From an optimization exercise on the open Yosys and OpenROAD flow, aimed at small area; shortcuts taken in it are not production practice.
Function was checked by simulation only, so behaviour that the tests miss may differ from the original.
No activity file was given, so power comes from the tool's default toggle rates.

File: design/flow/flow/run.sh
#!/bin/bash
# Standard ORFS layout (the standard.sh) with two changes:
#  - ports are buffered with the smallest buffer (buf_1) instead of ORFS's default pick
#  - clock tree synthesis inserts no dummy loads
set -euo pipefail
bash standard.sh \
  "BUFFER_PORTS_ARGS=-buffer_cell sky130_fd_sc_hd__buf_1" \
  "CTS_ARGS=-sink_clustering_enable -repair_clock_nets -dont_use_dummy_load" \
  finish > standard_flow.log 2>&1
File: design/flow/standard.sh
#!/bin/bash
# synth_recipe.tcl (not shown) runs the flow's synth.tcl, then flattens the netlist and writes it again
# the make line also repeats each setting of config.mk as NAME=value (left out here)
make -C /OpenROAD-flow-scripts/flow DESIGN_CONFIG=/design/flow/config.mk WORK_HOME=/design/flow/orfs CLKGATE_MAP_FILE= SYNTH_SCRIPT=/design/flow/synth_recipe.tcl "${@:-finish}"
File: design/flow/config.mk
export PLATFORM = sky130hd
export DESIGN_NAME = pcore_id
export DESIGN_NICKNAME = pcore_id
export VERILOG_FILES = /design/flow/design.v
export SDC_FILE = /design/flow/constraint.sdc
export NUM_CORES = 4
export LEC_CHECK = 0
export CAP_MARGIN = 20
export CELL_PAD_IN_SITES_DETAIL_PLACEMENT = 1
export CELL_PAD_IN_SITES_GLOBAL_PLACEMENT = 1
export CORE_MARGIN = 2
export CORE_UTILIZATION = 35
export CTS_BUF_LIST = sky130_fd_sc_hd__clkbuf_4
export PLACE_DENSITY = 0.45
export SETUP_SLACK_MARGIN = 0.3
export SLEW_MARGIN = 20
File: design/flow/constraint.sdc
create_clock -name core_clock -period 10.0 [get_ports {clk}]
set_input_delay 2.0000 -clock core_clock [delete_from_list [all_inputs] [get_ports {clk}]]
set_output_delay 2.0000 -clock core_clock [all_outputs]
set_load 0.01 [all_outputs]
File: design/flow/design.v
typedef enum logic [16-1:0] {
    MTIME_LOW_R     = 16'hbff8,
    MTIME_HIGH_R    = 16'hbffc,
    MTIMECMP_LOW_R  = 16'h4000,
    MTIMECMP_HIGH_R = 16'h4004
} type_mtime_regs_e;
localparam int unsigned CSR_MTVEC_BASE_ALIGN_VECTOR = 6;
localparam int unsigned CSR_MTVEC_BASE_ALIGN_DIRECT = 2;
localparam int unsigned MODE_BIT = 0;
localparam int unsigned CSR_STVEC_BASE_ALIGN_VECTOR = 6;
localparam int unsigned CSR_STVEC_BASE_ALIGN_DIRECT = 2;
typedef enum logic [11:0] {
    CSR_ADDR_MVENDORID  = 12'hF11,
    CSR_ADDR_MARCHID    = 12'hF12,
    CSR_ADDR_MIMPID     = 12'hF13,
    CSR_ADDR_MHARTID    = 12'hF14,
    CSR_ADDR_MSTATUS    = 12'h300,   
    CSR_ADDR_MISA       = 12'h301,   
    CSR_ADDR_MEDELEG    = 12'h302,   
    CSR_ADDR_MIDELEG    = 12'h303,   
    CSR_ADDR_MIE        = 12'h304,   
    CSR_ADDR_MTVEC      = 12'h305,   
    CSR_ADDR_MCOUNTEREN = 12'h306,   
    CSR_ADDR_MSTATUSH   = 12'h310,   
    CSR_ADDR_MSCRATCH   = 12'h340,   
    CSR_ADDR_MEPC       = 12'h341,   
    CSR_ADDR_MCAUSE     = 12'h342,   
    CSR_ADDR_MTVAL      = 12'h343,   
    CSR_ADDR_MIP        = 12'h344,   
    CSR_ADDR_SSTATUS    = 12'h100,
    CSR_ADDR_SIE        = 12'h104,
    CSR_ADDR_STVEC      = 12'h105,
    CSR_ADDR_SCOUNTEREN = 12'h106,
    CSR_ADDR_SSCRATCH   = 12'h140,
    CSR_ADDR_SEPC       = 12'h141,
    CSR_ADDR_SCAUSE     = 12'h142,
    CSR_ADDR_STVAL      = 12'h143,
    CSR_ADDR_SIP        = 12'h144,
    CSR_ADDR_SATP       = 12'h180,
    CSR_ADDR_PMPCFG0   = 12'h3A0,
    CSR_ADDR_PMPADDR0  = 12'h3B0,
    CSR_ADDR_PMPADDR1  = 12'h3B1,
    CSR_ADDR_PMPADDR2  = 12'h3B2,
    CSR_ADDR_PMPADDR3  = 12'h3B3,
    CSR_ADDR_MCYCLE        = 12'hB00,
    CSR_ADDR_MINSTRET      = 12'hB02,
    CSR_ADDR_MHPMCOUNTER3  = 12'hB03,
    CSR_ADDR_MINSTRETH     = 12'hB82,
    CSR_ADDR_MCYCLEH       = 12'hB80,
    CSR_ADDR_MHPMCOUNTER3H = 12'hB83,
    CSR_ADDR_MCOUNTINHIBIT = 12'h320,
    CSR_ADDR_CYCLE         = 12'hC00,
    CSR_ADDR_TIME          = 12'hC01,
    CSR_ADDR_INSTRET       = 12'hC02,
    CSR_ADDR_CYCLEH        = 12'hC80,
    CSR_ADDR_TIMEH         = 12'hC81,
    CSR_ADDR_INSTRETH      = 12'hC82
} type_csr_addr_e;
localparam int unsigned EXC_CODE_WIDTH = 4;
typedef enum logic [EXC_CODE_WIDTH-1:0] {
    EXC_CODE_INSTR_MISALIGN        = 4'd0,      
    EXC_CODE_INSTR_ACCESS_FAULT    = 4'd1,      
    EXC_CODE_ILLEGAL_INSTR         = 4'd2,      
    EXC_CODE_BREAKPOINT            = 4'd3,      
    EXC_CODE_LD_ADDR_MISALIGN      = 4'd4,      
    EXC_CODE_LD_ACCESS_FAULT       = 4'd5,      
    EXC_CODE_ST_ADDR_MISALIGN      = 4'd6,      
    EXC_CODE_ST_ACCESS_FAULT       = 4'd7,      
    EXC_CODE_ECALL_UMODE           = 4'd8,      
    EXC_CODE_ECALL_SMODE           = 4'd9,      
    EXC_CODE_ECALL_MMODE           = 4'd11,     
    EXC_CODE_INST_PAGE_FAULT       = 4'd12,     
    EXC_CODE_LD_PAGE_FAULT         = 4'd13,     
    EXC_CODE_ST_PAGE_FAULT         = 4'd15,     
    EXC_CODE_NO_EXCEPTION          = 4'd14      
} type_exc_code_e;
localparam int unsigned S_SOFT_INT_IDX  = 1;
localparam int unsigned M_SOFT_INT_IDX  = 3;
localparam int unsigned S_TIMER_INT_IDX = 5;
localparam int unsigned M_TIMER_INT_IDX = 7;
localparam int unsigned S_EXT_INT_IDX   = 9;
localparam int unsigned M_EXT_INT_IDX   = 11;
localparam logic [32-1:0] MIE_SSIP = 1 << S_SOFT_INT_IDX;
localparam logic [32-1:0] MIE_MSIP = 1 << M_SOFT_INT_IDX;
localparam logic [32-1:0] MIE_STIP = 1 << S_TIMER_INT_IDX;
localparam logic [32-1:0] MIE_MTIP = 1 << M_TIMER_INT_IDX;
localparam logic [32-1:0] MIE_SEIP = 1 << S_EXT_INT_IDX;
localparam logic [32-1:0] MIE_MEIP = 1 << M_EXT_INT_IDX;
localparam logic [32-1:0] MIE_MASK = MIE_SSIP | MIE_STIP | MIE_SEIP | MIE_MSIP | MIE_MTIP | MIE_MEIP;
localparam logic [32-1:0] MIP_MASK = MIE_MASK;
localparam logic [32-1:0] SIE_MASK = MIE_SSIP | MIE_STIP | MIE_SEIP;
localparam logic [32-1:0] SIP_MASK = SIE_MASK;
localparam logic [32-1:0] SIE_SSIP = MIE_SSIP;
localparam logic [32-1:0] SIP_SSIP = SIE_SSIP;
localparam int unsigned IRQ_CODE_WIDTH = 4;
typedef enum logic [IRQ_CODE_WIDTH-1:0] {
    IRQ_CODE_NONE       = 4'd0,
    IRQ_CODE_S_SOFTWARE = 4'd1,      
    IRQ_CODE_M_SOFTWARE = 4'd3,      
    IRQ_CODE_S_TIMER    = 4'd5,      
    IRQ_CODE_M_TIMER    = 4'd7,      
    IRQ_CODE_S_EXTERNAL = 4'd9,      
    IRQ_CODE_M_EXTERNAL = 4'd11      
} type_irq_code_e;
typedef enum logic[1:0] {
    PRIV_MODE_M = 2'b11,
    PRIV_MODE_S = 2'b01,
    PRIV_MODE_U = 2'b00
} type_priv_mode_e;
 typedef struct packed {
    logic              sd;      
    logic [7:0]        wpri3;   
    logic              tsr;     
    logic              tw;      
    logic              tvm;     
    logic              mxr;     
    logic              sum;     
    logic              mprv;    
    logic [1:0]        xs;      
    logic [1:0]        fs;      
    type_priv_mode_e   mpp;     
    logic [1:0]        vs;      
    logic              spp;     
    logic              mpie;    
    logic              ube;     
    logic              spie;    
    logic              wpri2;   
    logic              mie;     
    logic              wpri1;   
    logic              sie;     
    logic              wpri0;   
} type_status_reg_s;
localparam logic [32-1:0] STATUS_SIE  = 'h00000002;
localparam logic [32-1:0] STATUS_SPIE = 'h00000020;
localparam logic [32-1:0] STATUS_UBE  = 'h00000040;
localparam logic [32-1:0] STATUS_SPP  = 'h00000100;
localparam logic [32-1:0] STATUS_VS   = 'h00000600;
localparam logic [32-1:0] STATUS_FS   = 'h00006000;
localparam logic [32-1:0] STATUS_XS   = 'h00018000;
localparam logic [32-1:0] STATUS_SUM  = 'h00040000;
localparam logic [32-1:0] STATUS_MXR  = 'h00080000;
localparam logic [32-1:0] STATUS_SD   = 'h80000000;
localparam logic [32-1:0] SSTATUS_READ_MASK  = STATUS_SIE | STATUS_SPIE
                                                | STATUS_UBE | STATUS_SPP
                                                | STATUS_VS  | STATUS_FS
                                                | STATUS_XS  | STATUS_SUM
                                                | STATUS_MXR | STATUS_SD;
localparam logic [32-1:0] SSTATUS_WRITE_MASK = STATUS_SIE | STATUS_SPIE
                                                | STATUS_SPP | STATUS_FS
                                                | STATUS_SUM | STATUS_MXR;
localparam logic [32-1:0] SATP_ASID_MASK  = 'h803FFFFF;
localparam SATP_MODE_WIDTH = 1;
localparam SATP_ASID_WIDTH = 9;
localparam SATP_PPN_WIDTH  = 22;
localparam MODE_SV32       = 1;
typedef struct packed {
    logic [SATP_MODE_WIDTH-1:0] mode;
    logic [SATP_ASID_WIDTH-1:0] asid;
    logic [SATP_PPN_WIDTH-1:0]  ppn;
} type_satp_reg_s;
localparam TVEC_MODE_WIDTH = 2;
localparam TVEC_BASE_WIDTH = 30;
typedef struct packed {
    logic [TVEC_BASE_WIDTH-1:0] base;
    logic [TVEC_MODE_WIDTH-1:0] mode;
} type_tvec_reg_s;
typedef struct packed {
    logic [14:0]                warl7;    
    logic                       uart;
    logic [3:0]                 warl6;
    logic                       meie;     
    logic                       warl5;
    logic                       seie;     
    logic                       warl4;
    logic                       mtie;     
    logic                       warl3;
    logic                       stie;     
    logic                       warl2;
    logic                       msie;     
    logic                       warl1;
    logic                       ssie;     
    logic                       warl0;
} type_mie_reg_s;
typedef struct packed {
    logic [14:0]                warl7;    
    logic                       uart;
    logic [3:0]                 warl6;
    logic                       meip;     
    logic                       warl5;
    logic                       seip;     
    logic                       warl4;
    logic                       mtip;     
    logic                       warl3;
    logic                       stip;     
    logic                       warl2;
    logic                       msip;     
    logic                       warl1;
    logic                       ssip;     
    logic                       warl0;
} type_mip_reg_s;
typedef struct packed {
    logic [14:0]                warl10;    
    logic                       uart;
    logic [3:0]                 warl9;
    logic                       warl8;   
    logic                       warl7;
    logic                       seie;     
    logic                       warl6;
    logic                       warl5;    
    logic                       warl4;
    logic                       stie;     
    logic                       warl3;
    logic                       warl2;    
    logic                       warl1;
    logic                       ssie;     
    logic                       warl0;
} type_sie_reg_s;
typedef struct packed {
    logic [14:0]                warl10;    
    logic                       uart;
    logic [3:0]                 warl9;
    logic                       warl8;   
    logic                       warl7;
    logic                       seip;     
    logic                       warl6;
    logic                       warl5;    
    logic                       warl4;
    logic                       stip;     
    logic                       warl3;
    logic                       warl2;    
    logic                       warl1;
    logic                       ssip;     
    logic                       warl0;
} type_sip_reg_s;
typedef struct packed {
    logic [27:0]               warl1;
    logic                       hpm3;
    logic                       ir;
    logic                       warl0;
    logic                       cy;
} type_mcountinhibit_reg_s;
 typedef enum logic [3:0] {
    AMO_OPS_NONE = '0,
    AMO_OPS_LR,
    AMO_OPS_SC,
    AMO_OPS_SWAP,
    AMO_OPS_ADD,
    AMO_OPS_XOR,
    AMO_OPS_AND,
    AMO_OPS_OR,
    AMO_OPS_MIN,
    AMO_OPS_MAX,
    AMO_OPS_MINU,
    AMO_OPS_MAXU
} type_amo_ops_e;
typedef enum logic [2:0] {
    AMO_IDLE  = 3'h0,
    AMO_LOAD  = 3'h1,
    AMO_OP    = 3'h2,
    AMO_ST    = 3'h3,
    AMO_DONE  = 3'h4
} type_amo_states_e;
typedef struct packed {                            
    type_amo_ops_e                   amo_ops;              
    logic                            is_amo; 
    logic                            amo_flush; 
    logic                            ack;  
} type_lsu2amo_ctrl_s;
typedef struct packed {                            
    logic [32-1:0]                lsu_addr;
    logic [32-1:0]                rs2_operand;
    logic [32-1:0]                r_data; 
} type_lsu2amo_data_s;
typedef struct packed {                      
    logic                            amo_done;      
    logic                            ld_req;     
    logic                            st_req; 
    logic                            rd_wr_req;
} type_amo2lsu_ctrl_s;
typedef struct packed {                            
    logic [32-1:0]                w_data; 
    logic [32-1:0]                amo_wrb_data; 
} type_amo2lsu_data_s;
typedef enum logic [4:0] {
    OPCODE_LOAD_INST      = 5'b00000,
    OPCODE_STORE_INST     = 5'b01000,
    OPCODE_MEM_FENCE_INST = 5'b00011,
    OPCODE_IMM_INST       = 5'b00100,
    OPCODE_AUIPC_INST     = 5'b00101,
    OPCODE_ARITH_INST     = 5'b01100,
    OPCODE_LUI_INST       = 5'b01101,
    OPCODE_BRANCH_INST    = 5'b11000,
    OPCODE_JALR_INST      = 5'b11001,
    OPCODE_JAL_INST       = 5'b11011,
    OPCODE_AMO_INST       = 5'b01011,
    OPCODE_SYSTEM_INST    = 5'b11100
} type_rv_opcode_e;
typedef enum logic {
    ALU_OPR1_PC = '0,        
    ALU_OPR1_REG             
} type_alu_opr1_sel_e;
typedef enum logic {
    ALU_OPR2_IMM = '0,      
    ALU_OPR2_REG            
} type_alu_opr2_sel_e;
typedef enum logic {
    ALU_CMP_OPR2_IMM = '0,  
    ALU_CMP_OPR2_REG        
} type_alu_cmp_opr2_sel_e;
typedef enum logic [3:0] {
    ALU_I_OPS_NONE = '0,    
    ALU_I_OPS_ADD,           
    ALU_I_OPS_SUB,           
    ALU_I_OPS_AND,           
    ALU_I_OPS_OR,            
    ALU_I_OPS_XOR,           
    ALU_I_OPS_SLT,           
    ALU_I_OPS_SLTU,          
    ALU_I_OPS_SLL,           
    ALU_I_OPS_SRL,           
    ALU_I_OPS_SRA,           
    ALU_I_OPS_COPY_OPR1,     
    ALU_I_OPS_COPY_OPR2      
} type_alu_i_ops_e;
typedef enum logic [2:0] {
    ALU_M_OPS_NONE   = '0,    
    ALU_M_OPS_MUL    =  3'b100,         
    ALU_M_OPS_MULHU  =  3'b101,         
    ALU_M_OPS_MULHSU =  3'b110,         
    ALU_M_OPS_MULH   =  3'b111          
} type_alu_m_ops_e;
typedef enum logic [2:0] {
    ALU_D_OPS_NONE   = '0,    
    ALU_D_OPS_DIV    =  3'b100,          
    ALU_D_OPS_DIVU   =  3'b101,          
    ALU_D_OPS_REM    =  3'b110,          
    ALU_D_OPS_REMU   =  3'b111           
} type_alu_d_ops_e;
typedef enum logic [2:0] {
    BR_OPS_NONE = '0,   
    BR_OPS_EQ,           
    BR_OPS_NE,           
    BR_OPS_GE,           
    BR_OPS_GEU,          
    BR_OPS_LT,           
    BR_OPS_LTU           
} type_br_ops_e;
typedef enum logic [2:0] {
    LD_OPS_NONE = '0,
    LD_OPS_LB,
    LD_OPS_LBU,
    LD_OPS_LH,
    LD_OPS_LHU,
    LD_OPS_LW
} type_ld_ops_e;
typedef enum logic [1:0] {
    ST_OPS_NONE = '0,
    ST_OPS_SB,
    ST_OPS_SH,
    ST_OPS_SW
} type_st_ops_e;
typedef enum logic [2:0] {
    RD_WRB_NONE = '0,
    RD_WRB_ALU,                            
    RD_WRB_INC_PC,                         
    RD_WRB_DMEM,                           
    RD_WRB_CSR,                            
    RD_WRB_D_ALU                           
} type_rd_wrb_sel_e;
 typedef enum logic [2:0] {
    SYS_OPS_NONE = '0,
    SYS_OPS_SFENCE_VMA,
    SYS_OPS_SRET,
    SYS_OPS_MRET,
    SYS_OPS_WFI 
} type_sys_ops_e;
 typedef enum logic [1:0] {
    CSR_OPS_NONE = '0,
    CSR_OPS_WRITE,
    CSR_OPS_SET,
    CSR_OPS_CLEAR
} type_csr_ops_e;
typedef enum logic {
    CSR_OPR_REG = '0,        
    CSR_OPR_IMM              
} type_csr_opr_sel_e;
typedef struct packed {                            
    logic [32-1:0]                addr;
    logic                            req; 
} type_if2imem_s;
typedef struct packed {                            
    logic [32-1:0]                r_data;
    logic                            ack;  
} type_imem2if_s;
typedef struct packed {                            
    logic [32-1:0]                instr;
    logic [32-1:0]                pc;
    logic [32-1:0]                pc_next;
    type_exc_code_e                  exc_code;
    logic                            instr_flushed;
} type_if2id_data_s;
typedef struct packed {                            
    logic                            exc_req;
    logic                            irq_req;
} type_if2id_ctrl_s;
typedef struct packed {                            
    logic [32-1:0]                rs1_data;     
    logic [32-1:0]                rs2_data;
    logic [32-1:0]                instr;
    logic [32-1:0]                pc;
    logic [32-1:0]                pc_next;
    logic [32-1:0]                imm;  
    type_exc_code_e                  exc_code;
    logic                            instr_flushed;   
} type_id2exe_data_s;
typedef struct packed {                           
    type_alu_i_ops_e                 alu_i_ops;
    type_alu_m_ops_e                 alu_m_ops;
    type_alu_d_ops_e                 alu_d_ops;
    type_ld_ops_e                    ld_ops;
    type_st_ops_e                    st_ops;
    type_br_ops_e                    branch_ops;
    type_csr_ops_e                   csr_ops;
    type_amo_ops_e                   amo_ops;
    type_sys_ops_e                   sys_ops;
    type_alu_opr1_sel_e              alu_opr1_sel;
    type_alu_opr2_sel_e              alu_opr2_sel;
    type_alu_cmp_opr2_sel_e          alu_cmp_opr2_sel;
    type_csr_opr_sel_e               csr_opr_sel;
    type_rd_wrb_sel_e                rd_wrb_sel;
    logic                            exc_req;
    logic                            rd_wr_req;
    logic                            jump_req;
    logic                            branch_req;
    logic                            fence_i_req;
    logic                            fence_req;
    logic                            irq_req;
} type_id2exe_ctrl_s;
typedef struct packed {                            
    logic [32-1:0]                alu_result;
    logic [32-1:0]                pc_next;
    logic [32-1:0]                rs2_data;
} type_exe2lsu_data_s;
typedef struct packed {  
    logic [4:0]                      rd_addr;                         
    type_rd_wrb_sel_e                rd_wrb_sel;
    type_ld_ops_e                    ld_ops;
    type_st_ops_e                    st_ops;
    type_amo_ops_e                   amo_ops;
    logic                            rd_wr_req;
    logic                            jump_req;
    logic                            branch_req;
    logic                            fence_req;
} type_exe2lsu_ctrl_s;
typedef struct packed {                            
    logic [11:0]                     csr_addr;
    logic [32-1:0]                pc;
    logic [32-1:0]                instr;
    logic [32-1:0]                csr_wdata;  
    type_exc_code_e                  exc_code; 
    logic                            instr_flushed;     
} type_exe2csr_data_s;
typedef struct packed {                           
    type_csr_ops_e                   csr_ops;
    type_sys_ops_e                   sys_ops;
    logic                            exc_req;
    logic                            irq_req;
    logic                            csr_rd_req;
    logic                            csr_wr_req;
    logic                            fence_i_req;
} type_exe2csr_ctrl_s;
typedef struct packed {                           
    type_ld_ops_e                    ld_ops;
    type_st_ops_e                    st_ops;
    logic                            ld_page_fault;
    logic                            st_page_fault;
    logic                            dcache_flush_ack;  
} type_lsu2csr_ctrl_s;
typedef struct packed {                            
    logic [32-1:0]                dbus_addr;
    logic [32-1:0]                pc_next; 
} type_lsu2csr_data_s;
typedef struct packed {                            
    logic [32-1:0]                csr_rdata;     
} type_csr2wrb_data_s;
typedef struct packed { 
    logic [32-1:0]                csr_mhartid;                           
    logic [1:0]                      ext_irq;   
    logic                            timer_irq;   
    logic                            soft_irq; 
    logic                            uart_irq;    
} type_pipe2csr_s;
typedef struct packed {                            
    logic [32-1:0]                alu_result;
    logic [32-1:0]                pc_next;
    logic [32-1:0]                r_data;  
    logic [5-1:0]           rd_addr; 
} type_lsu2wrb_data_s;
typedef struct packed {                           
    type_rd_wrb_sel_e                rd_wrb_sel;
    logic                            rd_wr_req;
} type_lsu2wrb_ctrl_s;
typedef struct packed {                            
    logic [32-1:0]                addr;
    logic [32-1:0]                w_data;
    type_st_ops_e                    st_ops;
    logic                            ld_req;  
    logic                            st_req;  
} type_lsu2dbus_s;
typedef struct packed {                            
    logic [32-1:0]                r_data;
    logic                            ack;  
} type_dbus2lsu_s;
typedef struct packed {                            
    logic [32-1:0]                addr;
    logic [32-1:0]                w_data;
    logic [3:0]                      sel_byte;  
    logic                            w_en;  
    logic                            req;
} type_dbus2peri_s;
typedef struct packed {                            
    logic [32-1:0]                r_data;
    logic                            ack;  
} type_peri2dbus_s;
typedef struct packed {                            
    logic [32-1:0]                pc_new;
} type_exe2if_fb_s;
typedef struct packed {                            
    logic [32-1:0]                pc_new;
    logic                            icache_flush; 
    logic                            irq_req;
} type_csr2if_fb_s;
typedef struct packed {                            
    type_priv_mode_e                 priv_mode;
} type_csr2id_fb_s;
typedef struct packed {                            
    logic [32-1:0]                rd_data;
    logic [5-1:0]           rd_addr;
    logic                            rd_wr_req;  
} type_wrb2id_fb_s;
typedef struct packed {                        
    logic [5-1:0]           rd_addr;
    logic                            rd_wr_req;  
    logic                            lsu_req;
    logic                            lsu_ack;   
} type_lsu2fwd_s;
typedef struct packed {                            
    logic [5-1:0]           rd_addr;
    logic                            rd_wr_req;    
} type_wrb2fwd_s;
typedef struct packed {                            
    logic [5-1:0]           rs1_addr;
    logic [5-1:0]           rs2_addr;
    logic                            new_pc_req;  
    logic                            use_rs1;
    logic                            use_rs2; 
} type_exe2fwd_s;
typedef struct packed {                            
    logic                            new_pc_req; 
    logic                            irq_flush_lsu;
    logic                            wfi_req; 
    logic                            csr_read_req;
} type_csr2fwd_s;
typedef struct packed {  
    logic                            exe_new_pc_req;                            
    logic                            csr_new_pc_req;
    logic                            wfi_req; 
    logic                            if_stall;
} type_fwd2if_s;
typedef struct packed {                            
    logic                            fwd_wrb_rs1;
    logic                            fwd_wrb_rs2; 
    logic                            fwd_lsu_rs1;
    logic                            fwd_lsu_rs2; 
} type_fwd2exe_s;
typedef struct packed {  
    logic                            if2id_pipe_flush; 
    logic                            if2id_pipe_stall;
    logic                            id2exe_pipe_flush;  
    logic                            id2exe_pipe_stall; 
    logic                            exe2lsu_pipe_stall;
    logic                            exe2lsu_pipe_flush;
    logic                            lsu2wrb_pipe_flush; 
    logic                            pipe_fwd_wrb_rs1; 
    logic                            pipe_fwd_wrb_rs2;                          
} type_fwd2ptop_s;
typedef struct packed {  
    logic                            pipe_stall; 
} type_fwd2csr_s;
typedef struct packed {  
    logic                            lsu_flush;                           
} type_fwd2lsu_s;
typedef struct packed {                            
    logic [22-1:0]           satp_ppn;  
    logic                            en_vaddr;
    logic                            en_ld_st_vaddr;
    logic                            mxr; 
    logic                            lsu_flush;  
    logic                            tlb_flush;
    logic                            dcache_flush;
} type_csr2lsu_data_s;
typedef struct packed {                            
    logic [32-1:0]                timer_val_low;  
    logic [32-1:0]                timer_val_high;  
} type_clint2csr_s;
typedef struct packed {                            
    logic [32-1:0]                reg_data;
    logic [5-1:0]           reg_addr;
    logic                            reg_wr_req;  
} type_debug_port_s;
module reg_file (
    input   logic                      rst_n,                
    input   logic                      clk,                  
    input   logic [5-1:0]     rs1_addr_i,           
    input   logic [5-1:0]     rs2_addr_i,           
    output  logic [32-1:0]          rs1_data_o,           
    output  logic [32-1:0]          rs2_data_o,           
    input   logic                      rd_wr_req_i,          
    input   logic [5-1:0]     rd_addr_i,            
    input   logic [32-1:0]          rd_data_i             
);
logic   [32-1:1][32-1:0] register_file;
logic                        wb_en;
logic [5-1:0]       wb_addr;
logic [32-1:0]            wb_data;
always_ff @(negedge clk) begin
    wb_en   <= ~rst_n | (rd_wr_req_i & (|rd_addr_i));
    wb_addr <= rd_addr_i & {5{rst_n}};
    wb_data <= rd_data_i & {32{rst_n}};
end
logic                        wb_clr;
assign wb_clr = wb_en & (wb_addr == '0);
logic   [32-1:1]            row_we, row_keep;
always_comb begin
    for (int i = 1; i < 32; i++) begin
        row_we[i]   = wb_en & (wb_addr == i);
        row_keep[i] = ~(wb_en & ((wb_addr == i) | (wb_addr == '0)));
    end
end
always_ff @(posedge clk) begin
    for (int i = 1; i < 32; i++) begin
        register_file[i] <= (register_file[i] & {32{row_keep[i]}})
                          | (wb_data & {32{row_we[i]}});
    end
end
always_comb begin
    rs1_data_o = '0;
    rs2_data_o = '0;
    for (int i = 1; i < 32; i++) begin
        rs1_data_o = rs1_data_o | (register_file[i] & {32{rs1_addr_i == i}});
        rs2_data_o = rs2_data_o | (register_file[i] & {32{rs2_addr_i == i}});
    end
end
endmodule
module decode (
    input wire type_if2id_data_s              if2id_data_i,
    input wire type_if2id_ctrl_s              if2id_ctrl_i,
    output type_id2exe_data_s                 id2exe_data_o,
    output type_id2exe_ctrl_s                 id2exe_ctrl_o,           
    input wire type_csr2id_fb_s               csr2id_fb_i,
    input wire [32-1:0]                    rf2id_rs1_data,
    input wire [32-1:0]                    rf2id_rs2_data
);
logic [5-1:0]               id2rf_rs1_addr;             
logic [5-1:0]               id2rf_rs2_addr;             
logic [32-1:0]                    instr_codeword;
logic                                illegal_instr;
logic [2:0]                          funct3_opcode;
logic [6:0]                          funct7_opcode;
logic [4:0]                          funct5_opcode;
logic [4:0]                          shift_amt;  
type_if2id_ctrl_s                    if2id_ctrl;
type_if2id_data_s                    if2id_data;
type_id2exe_ctrl_s                   id2exe_ctrl;
type_id2exe_data_s                   id2exe_data;
type_csr2id_fb_s                     csr2id_fb;
type_rv_opcode_e                     instr_opcode;
assign if2id_ctrl = if2id_ctrl_i;
assign if2id_data = if2id_data_i;
assign csr2id_fb  = csr2id_fb_i;
assign instr_codeword = if2id_data.instr;
assign instr_opcode   = type_rv_opcode_e'(instr_codeword[6:2]); 
assign funct7_opcode  = instr_codeword[31:25];
assign funct3_opcode  = instr_codeword[14:12];
assign funct5_opcode  = instr_codeword[24:20];
assign id2rf_rs1_addr = instr_codeword[19:15];
assign id2rf_rs2_addr = instr_codeword[24:20];
assign shift_amt      = instr_codeword[24:20]; 
always_comb begin
    id2exe_ctrl.alu_i_ops  = ALU_I_OPS_NONE;
    id2exe_ctrl.alu_m_ops  = ALU_M_OPS_NONE;
    id2exe_ctrl.alu_d_ops  = ALU_D_OPS_NONE;
    id2exe_ctrl.ld_ops     = LD_OPS_NONE;
    id2exe_ctrl.st_ops     = ST_OPS_NONE;
    id2exe_ctrl.branch_ops = BR_OPS_NONE;
    id2exe_ctrl.csr_ops    = CSR_OPS_NONE;
    id2exe_ctrl.amo_ops    = AMO_OPS_NONE;
    id2exe_ctrl.sys_ops    = SYS_OPS_NONE;
    id2exe_ctrl.alu_opr1_sel     = ALU_OPR1_PC;
    id2exe_ctrl.alu_opr2_sel     = ALU_OPR2_IMM;
    id2exe_ctrl.alu_cmp_opr2_sel = ALU_CMP_OPR2_REG;
    id2exe_ctrl.csr_opr_sel      = CSR_OPR_REG;
    id2exe_ctrl.rd_wrb_sel       = RD_WRB_NONE;
    id2exe_ctrl.rd_wr_req        = 1'b0;
    id2exe_ctrl.jump_req         = 1'b0;
    id2exe_ctrl.branch_req       = 1'b0;
    id2exe_ctrl.exc_req          = 1'b0;
    id2exe_ctrl.fence_i_req      = 1'b0;
    id2exe_ctrl.fence_req        = 1'b0;
    id2exe_ctrl.irq_req          = if2id_ctrl.irq_req;
    id2exe_data.imm      = {{21{instr_codeword[31]}}, instr_codeword[30:20]};
    id2exe_data.rs1_data = rf2id_rs1_data;    
    id2exe_data.rs2_data = rf2id_rs2_data;    
    id2exe_data.instr    = instr_codeword;
    id2exe_data.pc       = if2id_data.pc;
    id2exe_data.pc_next  = if2id_data.pc_next;
    id2exe_data.exc_code = EXC_CODE_NO_EXCEPTION;
    id2exe_data.instr_flushed = if2id_data.instr_flushed;
    illegal_instr       = 1'b0;
       case (instr_opcode)
            OPCODE_ARITH_INST  : begin
                id2exe_ctrl.rd_wrb_sel       = RD_WRB_ALU;
                id2exe_ctrl.alu_opr1_sel     = ALU_OPR1_REG;
                id2exe_ctrl.alu_opr2_sel     = ALU_OPR2_REG;
                id2exe_ctrl.alu_cmp_opr2_sel = ALU_CMP_OPR2_REG;
                id2exe_ctrl.rd_wr_req        = 1'b1;
                 case (funct7_opcode)
                    7'b0000000 : begin
                        id2exe_ctrl.alu_i_ops = (funct3_opcode == 3'b000) ? ALU_I_OPS_ADD
                                              : (funct3_opcode == 3'b001) ? ALU_I_OPS_SLL
                                              : (funct3_opcode == 3'b010) ? ALU_I_OPS_SLT
                                              : (funct3_opcode == 3'b011) ? ALU_I_OPS_SLTU
                                              : (funct3_opcode == 3'b100) ? ALU_I_OPS_XOR
                                              : (funct3_opcode == 3'b101) ? ALU_I_OPS_SRL
                                              : (funct3_opcode == 3'b110) ? ALU_I_OPS_OR
                                              :                             ALU_I_OPS_AND;
                    end  
                    7'b0100000 : begin
                        case (funct3_opcode)
                            3'b000  : id2exe_ctrl.alu_i_ops = ALU_I_OPS_SUB;
                            3'b101  : id2exe_ctrl.alu_i_ops = ALU_I_OPS_SRA;
                            default : illegal_instr         = 1'b1;
                        endcase  
                    end  
                    7'b0000001 : begin
                        if (funct3_opcode[2]) begin
                            id2exe_ctrl.rd_wrb_sel = RD_WRB_D_ALU;
                        end
                        if (funct3_opcode[2]) begin
                            id2exe_ctrl.alu_d_ops = type_alu_d_ops_e'({1'b1, funct3_opcode[1:0]});
                        end else begin
                            id2exe_ctrl.alu_m_ops = type_alu_m_ops_e'({1'b1, funct3_opcode[1] ^ funct3_opcode[0], funct3_opcode[0]});
                        end
                    end  
                    default : illegal_instr = 1'b1;
                endcase  
            end  
            OPCODE_IMM_INST : begin
                id2exe_ctrl.rd_wrb_sel       = RD_WRB_ALU;
                id2exe_ctrl.alu_opr1_sel     = ALU_OPR1_REG;
                id2exe_ctrl.alu_opr2_sel     = ALU_OPR2_IMM;
                id2exe_ctrl.alu_cmp_opr2_sel = ALU_CMP_OPR2_IMM;
                id2exe_ctrl.rd_wr_req        = 1'b1;
                case (funct3_opcode)
                    3'b000 : id2exe_ctrl.alu_i_ops = ALU_I_OPS_ADD;            
                    3'b010 : id2exe_ctrl.alu_i_ops = ALU_I_OPS_SLT;            
                    3'b011 : id2exe_ctrl.alu_i_ops = ALU_I_OPS_SLTU;           
                    3'b100 : id2exe_ctrl.alu_i_ops = ALU_I_OPS_XOR;            
                    3'b110 : id2exe_ctrl.alu_i_ops = ALU_I_OPS_OR;             
                    3'b111 : id2exe_ctrl.alu_i_ops = ALU_I_OPS_AND;            
                    3'b001 : begin
                              id2exe_data.imm     = 32'(shift_amt);      
                              id2exe_ctrl.alu_i_ops = ALU_I_OPS_SLL;            
                    end
                    3'b101 : begin
                        case (funct7_opcode)
                            7'b0000000 : begin
                                id2exe_data.imm     = 32'(shift_amt);   
                                id2exe_ctrl.alu_i_ops = ALU_I_OPS_SRL;           
                            end
                            7'b0100000 : begin
                                id2exe_data.imm     = 32'(shift_amt);   
                                id2exe_ctrl.alu_i_ops = ALU_I_OPS_SRA;           
                            end
                            default : illegal_instr  =  1'b1;
                        endcase  
                    end
                endcase  
            end  
            OPCODE_AUIPC_INST : begin
                id2exe_ctrl.rd_wrb_sel   = RD_WRB_ALU;
                id2exe_ctrl.alu_opr1_sel = ALU_OPR1_PC;
                id2exe_ctrl.alu_opr2_sel = ALU_OPR2_IMM;
                id2exe_ctrl.alu_i_ops    = ALU_I_OPS_ADD;
                id2exe_ctrl.rd_wr_req    = 1'b1;                 
                id2exe_data.imm          = {instr_codeword[31:12], 12'b0};
            end  
            OPCODE_LUI_INST : begin
                id2exe_ctrl.rd_wrb_sel   = RD_WRB_ALU;
                id2exe_ctrl.alu_opr2_sel = ALU_OPR2_IMM;
                id2exe_ctrl.alu_i_ops    = ALU_I_OPS_COPY_OPR2;
                id2exe_ctrl.rd_wr_req    = 1'b1;                
                id2exe_data.imm          = {instr_codeword[31:12], 12'b0};
            end  
            OPCODE_LOAD_INST : begin
                id2exe_ctrl.rd_wrb_sel   = RD_WRB_DMEM;
                id2exe_ctrl.alu_opr1_sel = ALU_OPR1_REG;
                id2exe_ctrl.alu_opr2_sel = ALU_OPR2_IMM;
                id2exe_ctrl.alu_i_ops    = ALU_I_OPS_ADD;
                id2exe_ctrl.rd_wr_req    = 1'b1;
                case (funct3_opcode)
                    3'b000  : id2exe_ctrl.ld_ops = LD_OPS_LB;             
                    3'b001  : id2exe_ctrl.ld_ops = LD_OPS_LH;             
                    3'b010  : id2exe_ctrl.ld_ops = LD_OPS_LW;             
                    3'b100  : id2exe_ctrl.ld_ops = LD_OPS_LBU;            
                    3'b101  : id2exe_ctrl.ld_ops = LD_OPS_LHU;            
                    default : illegal_instr      =  1'b1;                 
                endcase  
            end  
            OPCODE_STORE_INST : begin
                id2exe_ctrl.alu_opr1_sel = ALU_OPR1_REG;
                id2exe_ctrl.alu_opr2_sel = ALU_OPR2_IMM;
                id2exe_ctrl.alu_i_ops    = ALU_I_OPS_ADD;
                id2exe_data.imm          = {{21{instr_codeword[31]}}, instr_codeword[30:25], instr_codeword[11:7]};
                case (funct3_opcode)
                    3'b000  : id2exe_ctrl.st_ops = ST_OPS_SB;             
                    3'b001  : id2exe_ctrl.st_ops = ST_OPS_SH;             
                    3'b010  : id2exe_ctrl.st_ops = ST_OPS_SW;             
                    default : illegal_instr      =  1'b1;                 
                endcase  
            end  
            OPCODE_MEM_FENCE_INST : begin
                case (funct3_opcode)
                    3'b000  : id2exe_ctrl.fence_req = 1'b1;               
                    3'b001  : id2exe_ctrl.fence_i_req = 1'b1;             
                    default : illegal_instr           = 1'b1;             
                endcase  
            end  
            OPCODE_BRANCH_INST : begin
                id2exe_ctrl.alu_opr1_sel     = ALU_OPR1_PC;
                id2exe_ctrl.alu_opr2_sel     = ALU_OPR2_IMM;
                id2exe_ctrl.alu_cmp_opr2_sel = ALU_CMP_OPR2_REG;
                id2exe_ctrl.alu_i_ops        = ALU_I_OPS_ADD;
                id2exe_ctrl.branch_req       = 1'b1;
                id2exe_data.imm              = {{20{instr_codeword[31]}}, instr_codeword[7], instr_codeword[30:25], instr_codeword[11:8], 1'b0};
                case (funct3_opcode)
                    3'b000  : id2exe_ctrl.branch_ops = BR_OPS_EQ;             
                    3'b001  : id2exe_ctrl.branch_ops = BR_OPS_NE;             
                    3'b100  : id2exe_ctrl.branch_ops = BR_OPS_LT;             
                    3'b101  : id2exe_ctrl.branch_ops = BR_OPS_GE;             
                    3'b110  : id2exe_ctrl.branch_ops = BR_OPS_LTU;            
                    3'b111  : id2exe_ctrl.branch_ops = BR_OPS_GEU;            
                    default : begin                                           
                        illegal_instr          = 1'b1;
                        id2exe_ctrl.branch_req = 1'b0;
                    end
                endcase  
            end  
            OPCODE_JALR_INST : begin
                id2exe_ctrl.rd_wrb_sel   = RD_WRB_INC_PC;
                id2exe_ctrl.alu_opr1_sel = ALU_OPR1_REG;
                id2exe_ctrl.alu_opr2_sel = ALU_OPR2_IMM;
                id2exe_ctrl.alu_i_ops    = ALU_I_OPS_ADD;
                id2exe_ctrl.rd_wr_req    = 1'b1;
                id2exe_ctrl.jump_req     = 1'b1;
            end  
            OPCODE_JAL_INST : begin
                id2exe_ctrl.rd_wrb_sel   = RD_WRB_INC_PC;
                id2exe_ctrl.alu_opr1_sel = ALU_OPR1_PC;
                id2exe_ctrl.alu_opr2_sel = ALU_OPR2_IMM;
                id2exe_ctrl.alu_i_ops    = ALU_I_OPS_ADD;
                id2exe_ctrl.rd_wr_req    = 1'b1;
                id2exe_ctrl.jump_req     = 1'b0;  
                id2exe_data.imm          = {{12{instr_codeword[31]}}, instr_codeword[19:12], instr_codeword[20], instr_codeword[30:21], 1'b0};
            end  
            OPCODE_SYSTEM_INST : begin
                case (funct3_opcode)
                    3'b001 : begin               
                        id2exe_ctrl.alu_opr1_sel = ALU_OPR1_REG;
                        id2exe_ctrl.rd_wrb_sel   = RD_WRB_CSR;
                        id2exe_ctrl.csr_ops      = CSR_OPS_WRITE;
                        id2exe_ctrl.csr_opr_sel  = CSR_OPR_REG;
                    end
                    3'b010 : begin               
                        id2exe_ctrl.alu_opr1_sel = ALU_OPR1_REG;
                        id2exe_ctrl.rd_wrb_sel   = RD_WRB_CSR;
                        id2exe_ctrl.csr_ops      = CSR_OPS_SET;
                        id2exe_ctrl.csr_opr_sel  = CSR_OPR_REG;
                    end
                    3'b011 : begin              
                        id2exe_ctrl.alu_opr1_sel = ALU_OPR1_REG;
                        id2exe_ctrl.rd_wrb_sel   = RD_WRB_CSR;
                        id2exe_ctrl.csr_ops      = CSR_OPS_CLEAR;
                        id2exe_ctrl.csr_opr_sel  = CSR_OPR_REG;
                    end
                    3'b101 : begin              
                        id2exe_ctrl.rd_wrb_sel  = RD_WRB_CSR;
                        id2exe_ctrl.csr_ops     = CSR_OPS_WRITE;
                        id2exe_ctrl.csr_opr_sel = CSR_OPR_IMM;
                    end
                    3'b110 : begin              
                        id2exe_ctrl.rd_wrb_sel  = RD_WRB_CSR;
                        id2exe_ctrl.csr_ops     = CSR_OPS_SET;
                        id2exe_ctrl.csr_opr_sel = CSR_OPR_IMM;
                    end
                    3'b111 : begin              
                        id2exe_ctrl.rd_wrb_sel  = RD_WRB_CSR;
                        id2exe_ctrl.csr_ops     = CSR_OPS_CLEAR;
                        id2exe_ctrl.csr_opr_sel = CSR_OPR_IMM;
                    end
                    3'b000 : begin
                        case (funct7_opcode)
                            7'b0000000 : begin        
                                case (funct5_opcode)
                                    5'b00000 : begin   
                                        id2exe_ctrl.exc_req  = 1'b1;
                                        id2exe_data.exc_code = EXC_CODE_ECALL_MMODE;
                                        case (csr2id_fb.priv_mode)
                                            PRIV_MODE_M: id2exe_data.exc_code = EXC_CODE_ECALL_MMODE;
                                            PRIV_MODE_S: id2exe_data.exc_code = EXC_CODE_ECALL_SMODE;
                                            PRIV_MODE_U: id2exe_data.exc_code = EXC_CODE_ECALL_UMODE;
                                            default:       ;  
                                        endcase
                                    end
                                    5'b00001 : begin   
                                        id2exe_ctrl.exc_req  = 1'b1;
                                        id2exe_data.exc_code = EXC_CODE_BREAKPOINT;
                                    end
                                    default : illegal_instr  =  1'b1; 
                                endcase  
                            end
                            7'b0001000 : begin        
                                case (funct5_opcode)
                                    5'b00010 : begin   
                                        id2exe_ctrl.sys_ops    = SYS_OPS_SRET;
                                    end
                                    5'b00101 : begin   
                                        id2exe_ctrl.sys_ops    = SYS_OPS_WFI;  
                                    end
                                    default : illegal_instr  =  1'b1; 
                                endcase  
                            end
                            7'b0011000 : begin         
                                id2exe_ctrl.sys_ops    = SYS_OPS_MRET;                               
                            end
                            7'b0001001 : begin         
                                id2exe_ctrl.sys_ops    = SYS_OPS_SFENCE_VMA;                               
                            end
                            default : illegal_instr = 1'b1;
                        endcase  
                    end
                    default : illegal_instr = 1'b1;    
                endcase  
            end  
            OPCODE_AMO_INST : begin
                id2exe_ctrl.rd_wrb_sel   = RD_WRB_DMEM;   
                id2exe_ctrl.alu_opr1_sel = ALU_OPR1_REG;
                id2exe_ctrl.alu_opr2_sel = ALU_OPR2_REG;
                id2exe_ctrl.ld_ops       = LD_OPS_LW;     
                id2exe_ctrl.st_ops       = ST_OPS_SW;     
                id2exe_ctrl.alu_i_ops    = ALU_I_OPS_COPY_OPR1;
                id2exe_ctrl.rd_wr_req    = 1'b1;         
                if (funct3_opcode == 3'b010) begin              
                    case (funct7_opcode[6:2])
                        5'b00000  : id2exe_ctrl.amo_ops = AMO_OPS_ADD;                   
                        5'b00001  : id2exe_ctrl.amo_ops = AMO_OPS_SWAP;                  
                        5'b00010  : begin 
                            id2exe_ctrl.amo_ops = AMO_OPS_LR;                            
                            id2exe_ctrl.st_ops  = ST_OPS_NONE;                           
                            if (funct5_opcode != '0) illegal_instr = 1'b1;
                        end
                        5'b00011  : id2exe_ctrl.amo_ops = AMO_OPS_SC;                    
                        5'b00100  : id2exe_ctrl.amo_ops = AMO_OPS_XOR;                   
                        5'b01000  : id2exe_ctrl.amo_ops = AMO_OPS_OR;                    
                        5'b01100  : id2exe_ctrl.amo_ops = AMO_OPS_AND;                   
                        5'b10000  : id2exe_ctrl.amo_ops = AMO_OPS_MIN;                   
                        5'b10100  : id2exe_ctrl.amo_ops = AMO_OPS_MAX;                   
                        5'b11000  : id2exe_ctrl.amo_ops = AMO_OPS_MINU;                  
                        5'b11100  : id2exe_ctrl.amo_ops = AMO_OPS_MAXU;                  
                        default   : illegal_instr       = 1'b1;                          
                    endcase  
                end else begin
                    illegal_instr = 1'b1;
                end  
            end  
            default : begin
                illegal_instr = 1'b1;
            end
        endcase  
   if(illegal_instr | if2id_ctrl.exc_req)  begin
     id2exe_ctrl.alu_i_ops   = ALU_I_OPS_NONE;
     id2exe_ctrl.alu_m_ops   = ALU_M_OPS_NONE;
     id2exe_ctrl.alu_d_ops   = ALU_D_OPS_NONE;
     id2exe_ctrl.ld_ops      = LD_OPS_NONE;
     id2exe_ctrl.st_ops      = ST_OPS_NONE;
     id2exe_ctrl.branch_ops  = BR_OPS_NONE;
     id2exe_ctrl.csr_ops     = CSR_OPS_NONE;
     id2exe_ctrl.amo_ops     = AMO_OPS_NONE;
     id2exe_ctrl.sys_ops     = SYS_OPS_NONE;
     id2exe_ctrl.rd_wrb_sel  = RD_WRB_NONE;
     id2exe_ctrl.exc_req     = 1'b1;
     id2exe_ctrl.rd_wr_req   = 1'b0;
     id2exe_ctrl.jump_req    = 1'b0;
     id2exe_ctrl.branch_req  = 1'b0;
     id2exe_ctrl.fence_i_req = 1'b0;
     id2exe_ctrl.fence_req   = 1'b0;
     if (if2id_ctrl.exc_req) begin
         id2exe_data.exc_code = if2id_data.exc_code; 
     end else begin
     id2exe_data.exc_code    = EXC_CODE_ILLEGAL_INSTR;
     end
   end
end  
assign id2exe_ctrl_o = id2exe_ctrl;
assign id2exe_data_o = id2exe_data; 
endmodule
module pcore_id (
    input  logic          clk,
    input  logic          rst_n,                  
    input  logic [100:0]  if2id_data_i,           
    input  logic [1:0]    if2id_ctrl_i,           
    input  logic [1:0]    csr2id_fb_i,            
    input  logic [37:0]   wrb2id_fb_i,            
    output logic [196:0]  id2exe_data_o,          
    output logic [40:0]   id2exe_ctrl_o           
);
type_wrb2id_fb_s      wrb2id_fb;
assign wrb2id_fb = type_wrb2id_fb_s'(wrb2id_fb_i);
logic                 valid_q;                
logic [100:0]         if2id_data_q;
logic [1:0]           if2id_ctrl_q;
logic [1:0]           csr2id_fb_q;
always_ff @(posedge clk) begin
    if (~rst_n) begin
        valid_q      <= 1'b0;
        if2id_data_q <= '0;
        if2id_ctrl_q <= '0;
        csr2id_fb_q  <= '0;
    end else begin
        valid_q      <= 1'b1;
        if2id_data_q <= if2id_data_i;
        if2id_ctrl_q <= if2id_ctrl_i;
        csr2id_fb_q  <= csr2id_fb_i;
    end
end
type_if2id_data_s     if2id_data;
assign if2id_data = type_if2id_data_s'(if2id_data_q);
logic [32-1:0]     rs1_data, rs2_data;
reg_file rf_module (
    .rst_n          (rst_n),
    .clk            (clk),
    .rs1_addr_i     (if2id_data.instr[19:15]),
    .rs2_addr_i     (if2id_data.instr[24:20]),
    .rs1_data_o     (rs1_data),
    .rs2_data_o     (rs2_data),
    .rd_wr_req_i    (wrb2id_fb.rd_wr_req),
    .rd_addr_i      (wrb2id_fb.rd_addr),
    .rd_data_i      (wrb2id_fb.rd_data)
);
type_id2exe_data_s    id2exe_data;
type_id2exe_ctrl_s    id2exe_ctrl;
decode decode_module (
    .if2id_data_i   (if2id_data),
    .if2id_ctrl_i   (type_if2id_ctrl_s'(if2id_ctrl_q)),
    .id2exe_data_o  (id2exe_data),
    .id2exe_ctrl_o  (id2exe_ctrl),
    .csr2id_fb_i    (type_csr2id_fb_s'(csr2id_fb_q)),
    .rf2id_rs1_data (rs1_data),
    .rf2id_rs2_data (rs2_data)
);
always_comb begin
    id2exe_data_o = id2exe_data;
    id2exe_ctrl_o = valid_q ? id2exe_ctrl : '0;
    if (~valid_q) id2exe_data_o[4:1] = '0;
end
endmodule
==> run notes, run 1 <==
- Outcome: finished clean
- Hold depth: 2
- Synth area leader: dfxtp_1
- DP Area: approximately 51000 um2
- Die height: around 370 um
- Worst Hold Path EP: rf_module.register_file[493]$_DFF_P_
- Worst setup EP type: flop
- Total negative slack: 0 ps
- # hold bufs at CTS: 0
- Synth cell types: approximately 70
- Slew @ Worst Pin: 1300 ps
- CP peak stage delay: 970 ps
- IO Pins: around 380
- H-tree depth: 4
- Clock transition at the registers of the reported paths: 60 ps
- CP max FO: 30
- Tightest Hold Check Type: reg -> reg
- Synthesis-to-layout area growth: 14.8%
- Die area: 140000 um2
- Post-CTS Setup Bufs: 0
- DRC: 0
- RSZ-0062 raised after global routing: false
- Nets: 5167
- Core region area: roughly 140000 um2
- Rows: 135
- Vias per std cell: between 7 and 8
- Post_cts resized: 0
- R2R Path End: rf_module.register_file[241]$_DFF_P_
- Hold Vio Cnt, Final: 0
- Vias: just over 50000
- Syn_nets: a little over 5000
- Hold Startpoint: rf_module.register_file[493]$_DFF_P_
- Pwr/cell area: roughly 190 nW/um2
- FFs w/ async S/R, synth: 0%
- Synth top area cells: dfxtp_1 47%, a22o_1 19%, a22oi_1 12%, clkbuf_1 3.6%, nand2_1 2.4%
- P_leak: between 0.02 and 0.025 uW
- Buf+Inv Stages, Crit Path: 2
- Clock Latency Late Sink: between 700 and 800 ps
- WL final: approximately 330000 um
- Port bufs: 382
- Post-synth EDFFs: 0
- Worst EP arrival: 9080 ps
- Reg2Reg Depth: 7
- WL/cell: 49.0 um
- Initial DRC Count: 9956
- Initial antenna violation count: 13
- Dpl hpwl: ~190000 um
- Share of cells above drive strength 1: between 10% and 20%
- Final Cell Area: about 55000 um2
- Pre-Repair DR Iteration Count: 9
- Cell count after synthesis: slightly below 5000
- Critical path class: reg -> reg
- Global-route usage over all layers: roughly 46%
- Slew Viols, Final: 0
- CP Launch Type: flop
- Seq/Total Area, Yosys: a little under half
- Cell area after synthesis: 47900 um2
- Slew margin rel.: a little over an eighth
- Clock net sink count: between 1000 and 1500
- Yosys warns: 3
- Cells along the critical path: nor2b_1 -> nand2_1 -> nor3_2 -> buf_12 -> nor2_4 -> buf_4 -> a22o_1
- Total grt overflow: 0
- Num CTS Buffers: 137
- Worst VDD drop: 0.114 mV
- Starting Density: 35.3%
- Predominant post-synthesis flop cell: dfxtp_1
- CTS Root Cell: clkbuf_16
- First-pass GRT wire length: 440000 um
- Final setup viols: 0
- Critical-path top delay cell: nor2_4
- Die span in x: 374 um
- Largest net degree at the start of global routing: between 60 and 70
- Clk_skew: 85.1 ps
- Worst EP required: 10700 ps
- Vias in the first global route: 47900
- CTS tree: yes
- R2R Setup Slk: 1630 ps
- Yosys reg bits: between 1000 and 1500
- Post-route ant nets: 0
- Max Cap Viol: 0
- Top-area cell type share of the netlist area: a little under half
- Syn Area/Cell: around 9.8 um2
- Final hold slack: slightly below 500 ps
- Family with the most delay on the worst path: simple AND/OR/NAND/NOR gates
- Longest Clk Path Bufs: 3
- Routability cong.: ~0.9
- RR Startpoint: rf_module.wb_addr[4]$_DFF_N_
cells in the final DEF, fill, tap and decap left out, types with 59 or more instances in the layout:
cell	count
clkbuf_16	137
buf_1	381
dfxtp_1	1122
a22o_1	1017
nor2_4	104
buf_4	180
nand2_1	300
a22oi_1	782
nor2_1	60
nand4_1	96
and2_1	150
nand3_1	78
o21ai_0	59
power by group:
part / total, uW / switching (uW) / internal, uW
combinational: 997 / 762 / 235
clock: 4420 / 2010 / 2410
sequential: 4840 / 168 / 4670
total: 10300 / 2940 / 7320
how the worst max path moves through the flow:
stage | from | end | cells after the start
floorplan | wrb2id_fb_i[3] | rf_module.wb_en$_DFF_N_ | 3
global placement | rf_module.wb_addr[4]$_DFF_N_ | rf_module.register_file[67]$_DFF_P_ | 7
detailed placement | rf_module.wb_addr[4]$_DFF_N_ | rf_module.register_file[416]$_DFF_P_ | 7
CTS | rf_module.wb_addr[4]$_DFF_N_ | rf_module.register_file[416]$_DFF_P_ | 7
global route | rf_module.wb_addr[4]$_DFF_N_ | rf_module.register_file[225]$_DFF_P_ | 7
finish | rf_module.wb_addr[4]$_DFF_N_ | rf_module.register_file[241]$_DFF_P_ | 7
final cells by class:
cell class / instances / area, um2
inverters: 16 / 60.1
multi-input cells: 3110 / 23100
flip-flops and latches: 1136 / 22800
clock inverters: 38 / 143
repair buffers: 579 / 3170
fillers: 15100 / 80700
well taps: 1781 / 2230
clock buffers: 137 / 3430
diodes: 12 / 30.0
cell families (layout without fill, tap and decap cells):
kind of cell	after synthesis	count (layout)	synth area share, %
DFF	1136	1136	47.5
other	0	12	0
adders and majority gates	4	4	0.105
xor gates and xnor gates	3	3	0.0549
muxes	10	10	0.212
and+or+nand+nor	1048	1048	11.4
buffers and inverters	661	770	6.08
AOI/OAI and AO/OA	2045	2045	34.7
registers in the layout (all words and copies together), names as in the netlist:
register	cells
csr2id_fb_q	2
rf_module.wb_en	1
rf_module.register_file	992
if2id_data_q	101
valid_q	1
if2id_ctrl_q	2
rf_module.wb_addr	5
rf_module.wb_data	32
routing by layer:
| metal | up-vias | GRT usage [%] | part of all wire, % |
|---|---|---|---|
| met5 | - | 0 | 0.0093 |
| met4 | 6 | 27.8 | 7.2 |
| met3 | 1285 | 14.8 | 13 |
| met2 | 4824 | 65.1 | 41 |
| met1 | 26200 | 59.6 | 39 |
| li1 | 19200 | - | - |
per-stage QoR:
stage / total power [uW] / std cells / util, % / setup WS [ps]
global placement: 5860 / 6612 / 37.7 / 1720
global route: 10400 / 6797 / 40.5 / 1750
detailed placement: 5880 / 6621 / 37.8 / 1630
floorplan: 5320 / 4907 / - / 2190
finish: 10300 / 6809 / 40.5 / 1630
CTS: 10200 / 6795 / 40.5 / 1620
worst min-delay path: stages, from the launching register on:
cell,delay [ps]
dfxtp_1,330
nand2_1,60
o21ai_0,60
synth_stat cells (54+ instances only):
cell type / count
and2_1: 150
a22o_1: 1017
a221oi_1: 54
clkbuf_1: 457
nand4_1: 96
dfxtp_1: 1136
nand2_1: 301
a22oi_1: 782
nand3_1: 79
nor2_1: 165
buf_4: 98
o21ai_0: 59
nor3_1: 63
==> run 2: changes to the inputs <==
==> design/flow/flow/run.sh (replaced) <==
#!/bin/bash
# Standard ORFS layout (the standard.sh) with these changes:
#  - ports are buffered with the smallest buffer (buf_1) instead of ORFS's default pick
#  - clock tree: clkbuf_4 buffers, small sink clusters, no dummy loads
set -euo pipefail
bash standard.sh \
  "BUFFER_PORTS_ARGS=-buffer_cell sky130_fd_sc_hd__buf_1" \
  "CTS_ARGS=-sink_clustering_enable -repair_clock_nets -dont_use_dummy_load -buf_list sky130_fd_sc_hd__clkbuf_4 -sink_clustering_size 8 -sink_clustering_max_diameter 50" \
  finish > standard_flow.log 2>&1
==> run notes, run 2 <==
- Outcome: finished clean
- Yosys reg bits: 1136 (unchanged)
- Initial antenna violation count: 16 (+3)
- P_leak: 0.0193 uW (-4.3%)
- FFs w/ async S/R, synth: 0% (unchanged)
- Post-CTS Setup Bufs: 0 (unchanged)
- Slew @ Worst Pin: 1270 ps (-28.1 ps)
- Seq/Total Area, Yosys: 47.5% (unchanged)
- CTS Root Cell: clkbuf_4
- Worst EP arrival: 9380 ps (+300 ps)
- Met3 WL: 44500 um (+0.75%)
- Die span in x: 374 um (unchanged)
- IO Pins: 383 (unchanged)
- Final setup viols: 0 (unchanged)
- Synth cell types: 71 (unchanged)
- Worst EP required: 11170 ps (+470 ps)
- Hold Vio Cnt, Final: 0 (unchanged)
- Count leader, synth: dfxtp_1
- Clock Latency Late Sink: 1280 ps (+490 ps)
- Post-synth EDFFs: 0 (unchanged)
- Slew Viols, Final: 0 (unchanged)
- Pre-Repair DR Iteration Count: 8 (-1)
- Syn Area/Cell: 9.76 um2 (unchanged)
- Post_cts resized: 0 (unchanged)
- Cell area after synthesis: 47900 um2 (unchanged)
- Global-route usage over all layers: 45.7% (about the same)
- DRC: 0 (unchanged)
- Routability cong.: 0.900 (unchanged)
- Vias in the first global route: 48000 (+0.32%)
- Largest regs: rf_module.register_file x992, if2id_data_q x101, rf_module.wb_data x32
- Most frequent cells in the layout: 1122 x dfxtp_1, 1017 x a22o_1, 782 x a22oi_1, 381 x buf_1, 300 x nand2_1
- Die height: 374 um (unchanged)
- Predominant post-synthesis flop cell: dfxtp_1
- Largest register FFs: 992 (unchanged)
- Longest Clk Path Bufs: 3 (unchanged)
- Metal2 WL: 136000 um (+0.21%)
- Largest net degree at the start of global routing: 69 (unchanged)
- WL final: 334000 um (about the same)
- Fin worst setup slack: 1780 ps (+157 ps)
- Total negative slack: 0 ps (unchanged)
- Hold depth: 2 (unchanged)
- Rows: 135 (unchanged)
- Share of cells above drive strength 1: 10.8% (+0.69 points)
- Syn_nets: 5056 (unchanged)
- Worst VDD drop: 0.102 mV (-10%)
- Synth top area cells: dfxtp_1 47%, a22o_1 19%, a22oi_1 12%, clkbuf_1 3.6%, nand2_1 2.4%
- Slew margin rel.: 15.3% (+1.9 points)
- Critical path class: reg -> reg
- Clock transition at the registers of the reported paths: 80 ps (+20 ps)
- Post-route ant nets: 0 (unchanged)
- Num CTS Buffers: 176 (+28%)
- Final Cell Area: 52900 um2 (-3.7%)
- DRT met1 WL: 129000 um (-0.50%)
- Total grt overflow: 0 (unchanged)
- # hold bufs at CTS: 0 (unchanged)
- CP max FO: 30 (unchanged)
- Cell count after synthesis: 4907 (unchanged)
- Initial DRC Count: 9622 (-3.4%)
- Vias per std cell: 7.58 (about the same)
- Core region area: 136000 um2 (unchanged)
- Biggest register: rf_module.register_file
- Yosys warns: 3 (unchanged)
- Dpl hpwl: 187000 um (unchanged)
- Starting Density: 35.3% (unchanged)
- Pwr/cell area: 160 nW/um2 (-14%)
- Top layer used by detailed routing: met5
- DP Area: 51300 um2 (unchanged)
- Worst setup EP type: flop
- Top-area cell type share of the netlist area: 47.5% (unchanged)
- Tightest Hold Check Type: reg -> reg
- H-tree depth: 4 (unchanged)
- Nets: 5207 (+0.77%)
- Clock net sink count: 1136 (unchanged)
- Most common cell after layout, fill and taps aside: dfxtp_1
- CTS tree: yes
- Setup Slack @ Placement: 1630 ps (unchanged)
- Synth area leader: dfxtp_1
- Vias: 52000 (+0.77%)
- First-pass GRT wire length: 441000 um (about the same)
- Synthesis-to-layout area growth: 10.5%
- Max Cap Viol: 0 (unchanged)
- Reg2Reg Depth: 7 (unchanged)
- RSZ-0062 raised after global routing: false
- Top post-synthesis cells by count: 1136 x dfxtp_1, 1017 x a22o_1, 782 x a22oi_1
- CP Launch Type: flop
- Port bufs: 382 (unchanged)
- Clk_skew: 239 ps (+154 ps)
- Die area: 140000 um2 (unchanged)
- WL/cell: 48.6 um (-0.73%)
## run 2: cell types whose count changed in the layout (fill, tap and decap cells not counted), sizes merged
cell and change:
diode +9, buf +1, clkbuf +39
## run 2: area by class of cell
type	instances	area [um2]
Antenna cell	21	52.6
Clock buffer	176	1320
Clock inverter	38	143
Fill cell	15400	82700
Inverter	16	60.1
Multi-Input combinational cell	3110	23100
Sequential cell	1136	22800
Tap cell	1781	2230
Timing Repair Buffer	580	3210
## run 2: per-stage QoR
step           total power (uW)  hold WS (ps)  std cells  utilization, %
6_report                   8450           494       6858            39.0
5_1_grt                    8630           525       6844            39.0
3_5_place_dp               5880           482       6621            37.8
2_1_floorplan              5320           447       4907               -
3_3_place_gp               5860           472       6612            37.7
4_1_cts                    8380           494       6834            38.9
## run 2: report_power, final
group	switching [uW]	internal [uW]
registers	168	4660
logic	762	237
clock network	1800	822
total	2730	5720
## run 2: final timing paths
kind / start / slack [ps] / end
min reg2reg: rf_module.register_file[493]$_DFF_P_ / 490 / rf_module.register_file[493]$_DFF_P_
min: rf_module.register_file[493]$_DFF_P_ / 490 / rf_module.register_file[493]$_DFF_P_
max reg2reg: rf_module.wb_addr[4]$_DFF_N_ / 1780 / rf_module.register_file[980]$_DFF_P_
max: rf_module.wb_addr[4]$_DFF_N_ / 1780 / rf_module.register_file[980]$_DFF_P_
## run 2: cells by family (layout without fill, tap and decap cells)
group | Yosys count | in the layout | share of synthesized area (%)
AO/OA/AOI/OAI | 2045 | 2045 | 34.7
XOR/XNOR | 3 | 3 | 0.0549
other | 0 | 21 | 0
adder cells (fa/ha/maj) | 4 | 4 | 0.105
buffers and inverters | 661 | 810 | 6.08
flip-flops | 1136 | 1136 | 47.5
multiplexers | 10 | 10 | 0.212
AND/OR/NAND/NOR | 1048 | 1048 | 11.4
## run 2: layer usage
| metal | GRT usage [%] | vias to the layer above |
|---|---|---|
| met3 | 15.0 | 1337 |
| met2 | 65.2 | 4985 |
| met1 | 59.4 | 26300 |
| li1 | - | 19300 |
| met5 | 0 | - |
| met4 | 28.0 | 14 |
## run 2: worst max-delay path: stages (launching register included)
cell and delay (ps):
dfxtp_4 640, nor2b_1 190, nand2_1 310, nor3_2 100, buf_12 230, nor2_4 1010
buf_4 550, a22o_1 190
